From an optimization exercise on the open Yosys and OpenROAD flow, aimed at small area; shortcuts taken in it are not production practice. RTL that was checked went through simulation tests only; none was proved equivalent to the original.

==> inputs of 02-22 <==
## programmer
module programmer (
	input 			sys_clk,
	input 			sys_nrst,
	input 			MISO,
	output			MOSI,
	output			SCK,
	output 			NSS,
	input [15:0] 	command,
	input 			out_fifo_empty,
	input [15:0]	out_fifo_rd_data,
	output			out_fifo_rd_en,
	output reg 		program_done,
	output reg 		verify_done,
	output reg 		program_error,
	output reg 		spi_violation_err,
	output reg 		spi_process_err
);
Settings: LEC_CHECK=0, CAP_MARGIN=0, CORE_MARGIN=2, CORE_UTILIZATION=60, CTS_BUF_LIST=sky130_fd_sc_hd__clkbuf_16, CTS_CLUSTER_DIAMETER=150, CTS_CLUSTER_SIZE=25, SLEW_MARGIN=0; clock period 8.0 ns.
run.sh (not shown) runs the stock make flow with config.mk's settings and CLKGATE_MAP_FILE= SYNTH_SCRIPT=/design/flow/synth_recipe.tcl, a recipe that flattens the netlist after the stock synthesis.
==> 05-05 (differences from 02-22) <==
--- a/flow/design.v
+++ b/flow/design.v
@@ -15,37 +15,36 @@
 	output reg 		spi_violation_err,
 	output reg 		spi_process_err
 );
 reg			tx;			 
 reg			wt;			 
+reg			done;
 reg			nss_r;
 reg			sck_r;
 reg			mosi_r;
-reg [7:0]	tm;			 
-reg [3:0]	bit_cnt;	 
-wire		done = bit_cnt[3] & !tx;	 
+reg [5:0]	clk_cnt;
+reg [3:0]	bit_cnt;
 reg [7:0]	sh;			 
 assign NSS  = nss_r;
 assign SCK  = sck_r | nss_r;
 assign MOSI = mosi_r;
 reg			spi_enable;
 reg			spi_wr_req;
 reg [15:0]	mem [0:15];
 reg [4:0]	wp, rp;
+reg			fifo_rd_req;
+reg			fifo_wr_req;
 wire		fifo_empty = (wp == rp);
 wire		fifo_full  = (wp[4] != rp[4]) && (wp[3:0] == rp[3:0]);
-wire		fifo_rd_req;
-wire		fifo_wr_req;
 wire		fifo_rd_en = fifo_rd_req & !fifo_empty;
 wire		fifo_wr_en = fifo_wr_req & !fifo_full;
-reg			fifo_zero;	 
 reg [15:0]	fifo_q;		 
 integer		ri;
 always @(*) begin
 	fifo_q = 16'b0;
 	for (ri = 0; ri < 16; ri = ri + 1)
-		fifo_q = fifo_q | (mem[ri] & {16{!fifo_zero && rp[3:0] == ri}});
+		fifo_q = fifo_q | (mem[ri] & {16{rp[3:0] == ri}});
 end
 reg [3:0]	cr;			 
 reg [2:0]	fst;
 reg [2:0]	hs;			 
 reg [15:0]	fb;			 
@@ -54,50 +53,47 @@
 reg [15:0]	crc;
 reg [3:0]	crc_cnt;
 reg [4:0]	ncomp;		 
 reg [2:0]	kq;			 
 reg [21:0]	q0, q1, q2, q3;	 
-localparam	F_IDLE = 3'd0, F_LOAD = 3'd1, F_CRC = 3'd2, F_READ = 3'd4, F_READW = 3'd5, F_WRITE = 3'd6, F_WRITEW = 3'd7;
-wire		out_fifo_rd_req = (fst == F_READW);
-assign		out_fifo_rd_en  = out_fifo_rd_req & !out_fifo_empty;
-assign		fifo_wr_req     = (fst == F_WRITEW);
+reg			out_fifo_rd_req;
+assign out_fifo_rd_en = out_fifo_rd_req & !out_fifo_empty;
+wire [15:0]	fifo_wr_data = (cr[1:0] == 2'b10) ? fb : 16'b0;
+localparam	F_IDLE = 3'd0, F_READ = 3'd1, F_LOAD = 3'd2, F_CRC = 3'd3, F_WRITE = 3'd4;
 localparam	H_W1 = 3'd0, H_W2 = 3'd1, H_W3 = 3'd2, H_CLO = 3'd3, H_CHI = 3'd4, H_CRC = 3'd5, H_DATA = 3'd6;
-wire		fifo_sync_rst = (fst == F_READ) && (hs == H_W1);
+wire		fifo_sync_rst = (fst == F_READ) && (hs == H_W1) && !out_fifo_rd_req;
 wire		start_program = (fst == F_CRC) && (hs == H_DATA) && (crc_cnt == 4'd0) && cr[2];
 wire		crc_ok   = (crc == fb);
 wire		rem_more = !rem[32] && ((|rem[31:3]) || (rem[2:0] == 3'd7));	 
 reg [4:0]	ps;			 
 reg [1:0]	pre;		 
-reg [3:0]	cnt;		 
+reg [7:0]	cnt;		 
 reg [1:0]	dc;			 
 reg [15:0]	pb;			 
 localparam	P_IDLE = 5'd0, P_ISCEN = 5'd1, P_ISCST = 5'd2, P_FINIT = 5'd3,
 			P_CINIT = 5'd4, P_CSEL = 5'd5, P_CCHK = 5'd6, P_CSTART = 5'd7,
-			P_CRDF = 5'd8, P_DRDF = 5'd9, P_CSEND = 5'd10, P_CSET = 5'd11,
-			P_DINIT = 5'd12, P_DSCMD = 5'd13, P_DCHKW = 5'd14, P_DCHKR = 5'd15,
-			P_DSTW = 5'd16, P_DSTR = 5'd17, P_DSDUM = 5'd18, P_DRDUM = 5'd19,
-			P_DRDIG = 5'd20, P_ISCDIS = 5'd22, P_REL = 5'd23,
-			P_CRDFW = 5'd24, P_DRDFW = 5'd25;
-assign		fifo_rd_req = (ps == P_CRDFW) || (ps == P_DRDFW);
+			P_CRDF = 5'd8, P_CSEND = 5'd9, P_CSET = 5'd10,
+			P_DINIT = 5'd11, P_DCHKW = 5'd12, P_DCHKR = 5'd13, P_DSTW = 5'd14,
+			P_DSTR = 5'd15, P_DSCMD = 5'd16, P_DSDUM = 5'd17, P_DRDUM = 5'd18,
+			P_DRDF = 5'd19, P_DRDIG = 5'd20, P_ISCDIS = 5'd21, P_REL = 5'd22;
 localparam	R_STEP = 2'd0, R_W1 = 2'd1, R_HWS = 2'd2, R_W2 = 2'd3;
 wire		spi_free  = !tx & !spi_wr_req;
-wire		wait_end  = tm[7] & tm[6] & tm[3];	 
-wire		tm_end    = tm[5] & tm[3] & tm[2] & tm[1] & tm[0];	 
+wire		wait_end  = cnt[7] & cnt[6] & cnt[3];	 
 wire [7:0]	pb_byte   = cnt[0] ? pb[15:8] : pb[7:0];
 reg			qshift;		 
 always @(posedge sys_clk) begin
 	if (nss_r) begin
 		sck_r <= 1'b1;
-		tm <= 0;
+		clk_cnt <= 0;
 		mosi_r <= 0;
 		bit_cnt <= 0;
 	end
 	else begin
-		if (bit_cnt[3] & !tx)
+		if (bit_cnt[3])
 			bit_cnt <= 0;
-		if (tm_end) begin
-			tm <= 0;
+		if (clk_cnt == 6'd47) begin
+			clk_cnt <= 0;
 			if (tx) begin
 				sck_r <= !sck_r;
 				if (sck_r)
 					mosi_r <= sh[7];
 				else begin
@@ -105,35 +101,42 @@
 					bit_cnt <= bit_cnt + 1'b1;
 				end
 			end
 		end
 		else
-			tm <= tm + 1'b1;
+			clk_cnt <= clk_cnt + 1'b1;
 	end
 	qshift = 1'b0;
 	if (!sys_nrst) begin
 		tx <= 0;
 		wt <= 0;
+		done <= 0;
 		nss_r <= 1'b1;
 		wp <= 0;
 		rp <= 0;
+		fifo_rd_req <= 0;
+		fifo_wr_req <= 0;
 		fst <= F_IDLE;
 		spi_enable <= 0;
 		spi_wr_req <= 0;
 		cr <= 0;
 		spi_violation_err <= 0;
 		spi_process_err <= 0;
 		program_error <= 0;
 		verify_done <= 0;
+		cnt <= 0;
 		ps <= P_IDLE;
 		pre <= R_STEP;
 		program_done <= 0;
+		out_fifo_rd_req <= 0;
 	end
 	else begin
+		done <= 0;
 		if (tx) begin
 			if (bit_cnt[3]) begin
 				tx <= 0;
+				done <= 1'b1;
 				wt <= spi_enable;
 			end
 		end
 		else if (wt) begin
 			if (spi_enable & spi_wr_req) begin
@@ -162,36 +165,38 @@
 			if (fifo_wr_en)
 				wp <= wp + 1'b1;
 			if (fifo_rd_en)
 				rp <= rp + 1'b1;
 		end
+		fifo_rd_req <= 0;
+		fifo_wr_req <= 0;
 		spi_wr_req <= 0;
+		out_fifo_rd_req <= 0;
 		if ((hs == H_CRC || hs == H_DATA) && kq != 3'd4) begin
 			qshift = 1'b1;
 			kq <= kq + 1'b1;
 		end
 		case (fst)
 			F_IDLE: begin
 				if (cr[3:1] != 0) begin
 					hs <= H_W1;
 					kq <= 0;
-					fifo_zero <= (cr[1:0] != 2'b10);
 					crc <= 16'hffff;
 					crc_cnt <= 0;
 					verify_done <= 0;
 					fst <= F_READ;
 				end
 				else
 					cr <= command[3:0];
 			end
-			F_READ, F_READW: begin
+			F_READ: begin
 				if (out_fifo_rd_en) begin
 					fb <= out_fifo_rd_data;
 					fst <= F_LOAD;
 				end
 				else
-					fst <= F_READW;
+					out_fifo_rd_req <= 1'b1;
 			end
 			F_LOAD: begin
 				fst <= F_CRC;
 				if (hs[2:1] != 2'b00)
 					rem[32:1] <= rem[32:1] - 1'b1;
@@ -251,26 +256,26 @@
 				crc_cnt <= crc_cnt + 1'b1;
 				if (crc_cnt == 4'd15)
 					fst <= F_READ;
 				crc <= {1'b0, crc[15:1]} ^ ((crc[0] ^ fb[crc_cnt]) ? 16'h8408 : 16'h0000);
 			end
-			F_WRITE, F_WRITEW: begin
+			F_WRITE: begin
 				if (fifo_wr_en)
 					fst <= F_READ;
 				else
-					fst <= F_WRITEW;
+					fifo_wr_req <= 1'b1;
 			end
 			default: ;
 		endcase
 		case (pre)
 			R_W1, R_W2: begin
 				if (wait_end) begin
-					tm <= 0;
+					cnt <= 0;
 					pre <= (pre == R_W1) ? R_HWS : R_STEP;
 				end
 				else
-					tm <= tm + 1'b1;
+					cnt <= cnt + 1'b1;
 			end
 			R_HWS: begin
 				if (!spi_enable) begin
 					if (!tx) begin
 						spi_enable <= 1'b1;
@@ -285,22 +290,25 @@
 						spi_process_err <= sh[3];
 						program_error <= 1'b1;
 						ps <= P_IDLE;
 						pre <= R_STEP;
 					end
+					else if (sh[1] & !sh[0])
+						pre <= R_W2;
 					else begin
-						tm <= 0;
-						pre <= (sh[1] & !sh[0]) ? R_W2 : R_W1;
+						cnt <= 0;
+						pre <= R_W1;
 					end
 				end
 			end
 			default: begin
 				case (ps)
 					P_IDLE: begin
 						if (start_program) begin
 							program_done <= 0;
 							program_error <= 0;
+							cnt <= 0;
 							ps <= P_ISCEN;
 							pre <= R_HWS;
 						end
 						else
 							spi_enable <= 0;
@@ -309,22 +317,22 @@
 						if (!spi_enable) begin
 							if (!tx) begin
 								spi_enable <= 1'b1;
 								spi_wr_req <= 1'b1;
 								sh <= 8'h0B;
-								cnt <= 0;
+								cnt <= 8'd4;
 							end
 						end
 						else if (done) begin
-							if (!cnt[2]) begin
-								cnt <= cnt + 1'b1;
+							if (cnt[2:0] != 0) begin
+								cnt <= cnt - 1'b1;
 								spi_wr_req <= 1'b1;
-								sh <= {2'b00, cnt[1] & cnt[0], 1'b0, cnt[1] & cnt[0], 2'b00, cnt[1] ~^ cnt[0]};	 
+								sh <= {2'b00, cnt[0] & !cnt[1], 1'b0, cnt[0] & !cnt[1], 2'b00, cnt[2] | (cnt[0] & !cnt[1])};	 
 							end
 							else begin
 								spi_enable <= 0;
-								tm <= 0;
+								cnt <= 0;
 								ps <= P_ISCST;
 								pre <= R_W1;
 							end
 						end
 					end
@@ -341,11 +349,11 @@
 							if (sh[0]) begin
 								program_error <= 1'b1;
 								ps <= P_IDLE;
 							end
 							else begin
-								tm <= 0;
+								cnt <= 0;
 								ps <= P_FINIT;
 								pre <= R_W1;
 							end
 						end
 					end
@@ -353,16 +361,16 @@
 						if (!spi_enable) begin
 							if (!tx) begin
 								spi_enable <= 1'b1;
 								spi_wr_req <= 1'b1;
 								sh <= 8'hAE;
-								cnt <= 0;
+								cnt <= 8'd1;
 							end
 						end
 						else if (done) begin
-							if (!cnt[0]) begin
-								cnt <= cnt + 1'b1;
+							if (cnt[0]) begin
+								cnt <= 0;
 								spi_wr_req <= 1'b1;
 								sh <= {6'b0, cr[3:2]};
 							end
 							else begin
 								spi_enable <= 0;
@@ -372,45 +380,45 @@
 					end
 					P_CINIT: ps <= P_CCHK;
 					P_CSEL: begin
 						qshift = 1'b1;
 						ncomp <= ncomp - 1'b1;
+						cnt <= 0;
 						if (ncomp == 5'd1) begin
-							tm <= 0;
 							ps <= P_ISCDIS;
 							pre <= R_W1;
 						end
 						else
 							ps <= P_CCHK;
 					end
 					P_CCHK: begin
-						tm <= 0;
+						cnt <= 0;
 						ps <= P_CSTART;
 						pre <= R_W1;
 					end
 					P_CSTART: begin
 						spi_enable <= 1'b1;
 						spi_wr_req <= 1'b1;
 						sh <= 8'hEE;
 						cnt <= 0;
 						ps <= P_CRDF;
 					end
-					P_CRDF, P_DRDF, P_CRDFW, P_DRDFW: begin
+					P_CRDF, P_DRDF: begin
 						if (fifo_rd_en) begin
 							pb <= fifo_q;
-							ps <= ps[0] ? P_DRDIG : P_CSEND;
+							ps <= (ps == P_CRDF) ? P_CSEND : P_DRDIG;
 						end
 						else
-							ps <= {2'b11, ps[2:0]};
+							fifo_rd_req <= 1'b1;
 					end
 					P_CSEND: begin
 						if (spi_free) begin
 							spi_wr_req <= 1'b1;
 							cnt <= cnt + 1'b1;
 							sh <= pb_byte;
 							if (cnt[0])
-								ps <= (cnt == 4'd15) ? P_CSET : P_CRDF;
+								ps <= (cnt[3:0] == 4'd15) ? P_CSET : P_CRDF;
 						end
 					end
 					P_CSET: begin
 						if (spi_free) begin
 							spi_enable <= 0;
@@ -427,11 +435,11 @@
 						cnt <= 0;
 						dc <= dc + 1'b1;
 						ps <= (dc == 2'd3) ? P_CSEL : P_DCHKW;
 					end
 					P_DCHKW, P_DCHKR: begin
-						tm <= 0;
+						cnt <= 0;
 						ps <= (ps == P_DCHKW) ? P_DSTW : P_DSTR;
 						pre <= R_W1;
 					end
 					P_DSTW, P_DSTR: begin
 						spi_enable <= 1'b1;
@@ -448,11 +456,11 @@
 						end
 					end
 					P_DSDUM: begin
 						if (spi_free) begin
 							cnt <= cnt + 1'b1;
-							if (cnt == 4'd15) begin
+							if (cnt[3:0] == 4'd15) begin
 								spi_enable <= 0;
 								ps <= P_DCHKR;
 							end
 							else begin
 								spi_wr_req <= 1'b1;
@@ -478,13 +486,13 @@
 								spi_enable <= 0;
 								program_error <= 1'b1;
 								ps <= P_IDLE;
 							end
 							else if (cnt[0] &&
-								((dc == 2'd1 && cnt == 4'd11) ||
-								 (dc == 2'd2 && cnt == 4'd15) ||
-								 (dc == 2'd3 && cnt == 4'd3))) begin
+								((dc == 2'd1 && cnt[3:0] == 4'd11) ||
+								 (dc == 2'd2 && cnt[3:0] == 4'd15) ||
+								 (dc == 2'd3 && cnt[3:0] == 4'd3))) begin
 								spi_enable <= 0;
 								ps <= P_DINIT;
 							end
 							else begin
 								spi_wr_req <= 1'b1;
@@ -503,11 +511,11 @@
 							end
 						end
 						else if (done) begin
 							spi_enable <= 0;
 							if (ps == P_ISCDIS) begin
-								tm <= 0;
+								cnt <= 0;
 								ps <= P_REL;
 								pre <= R_W1;
 							end
 							else begin
 								program_done <= 1'b1;
@@ -527,8 +535,8 @@
 		q3 <= {6'b0, (fst == F_LOAD && hs == H_CLO) ? fb : 16'b0};
 	end
 	if (sys_nrst && fst == F_LOAD && hs == H_CHI)
 		q3[21:16] <= fb[5:0];
 	if (sys_nrst && !fifo_sync_rst && fifo_wr_en)
-		mem[wp[3:0]] <= fb;
+		mem[wp[3:0]] <= fifo_wr_data;
 end
 endmodule
CAP_MARGIN = 20   (was 0)
CORE_UTILIZATION = 40   (was 60)
CTS_BUF_LIST = sky130_fd_sc_hd__clkbuf_4   (was sky130_fd_sc_hd__clkbuf_16)
CTS_CLUSTER_DIAMETER = not set   (was 150)
CTS_CLUSTER_SIZE = not set   (was 25)
SLEW_MARGIN = 20   (was 0)
==> summary.json <==
{
  "worst_r2r_path_depth": {"value": 9},
  "fp.dieH": {"value": 246.9, "unit": "microns"},
  "die_area": {"value": 60970, "unit": "sq um"},
  "area.sequential": {"value": 14620, "unit": "sq um"},
  "multi_input_gate_area": {"value": 8442, "unit": "sq um"},
  "result_of_the_run": {"value": "complete, no violations"},
  "hold_ws": {"value": 0.3871, "unit": "ns"},
  "antenna_found_initial": {"value": 2}
}
That was 05-05.
==> summary.json <==
{
  "fp.dieH": {"value": 198.3, "unit": "microns"},
  "area.sequential": {"value": 14570, "unit": "sq um"},
  "worst_r2r_path_depth": {"value": 8},
  "antenna_found_initial": {"value": 0},
  "result_of_the_run": {"value": "complete, no violations"}
}
That was 02-22.
Only the layout flow was run in 05-05; the RTL was not checked for function there.

-- re-timing with driven ports --
No port has a modelled driver above. Below, the same layouts with a new extraction and two added sets of constraints.
Step 1: set_driving_cell puts a clkbuf_16 on sys_clk and a buf_2 on each other input, an assumption about the parent block.
Step 2 adds t to the input delays and takes it off the output delays; t is the mean of the earliest and latest rising clock arrival at the registers after step 1. Input paths then give back, and output paths get back, about the clock's delay inside the block.
a / b / c = ideal ports / drivers / drivers and shift; a / b = the first two.
run | t, ns | slack for setup (ns) | worst register clock-pin slew, ns | worst slew at a driven data input, ns | cell pins on the clock port's net
02-22 | 0.643 | 3.570 / 3.547 / 3.288 | 0.12 / 0.12 | 0.04 | 1
05-05 | 0.993 | 3.474 / 3.451 / 3.451 | 0.07 / 0.07 | 0.04 | 1
After both steps every run listed still meets setup and hold. The setup slack of 02-22, which loses most, moves by -0.023 ns with the drivers and by -0.282 ns with both steps.
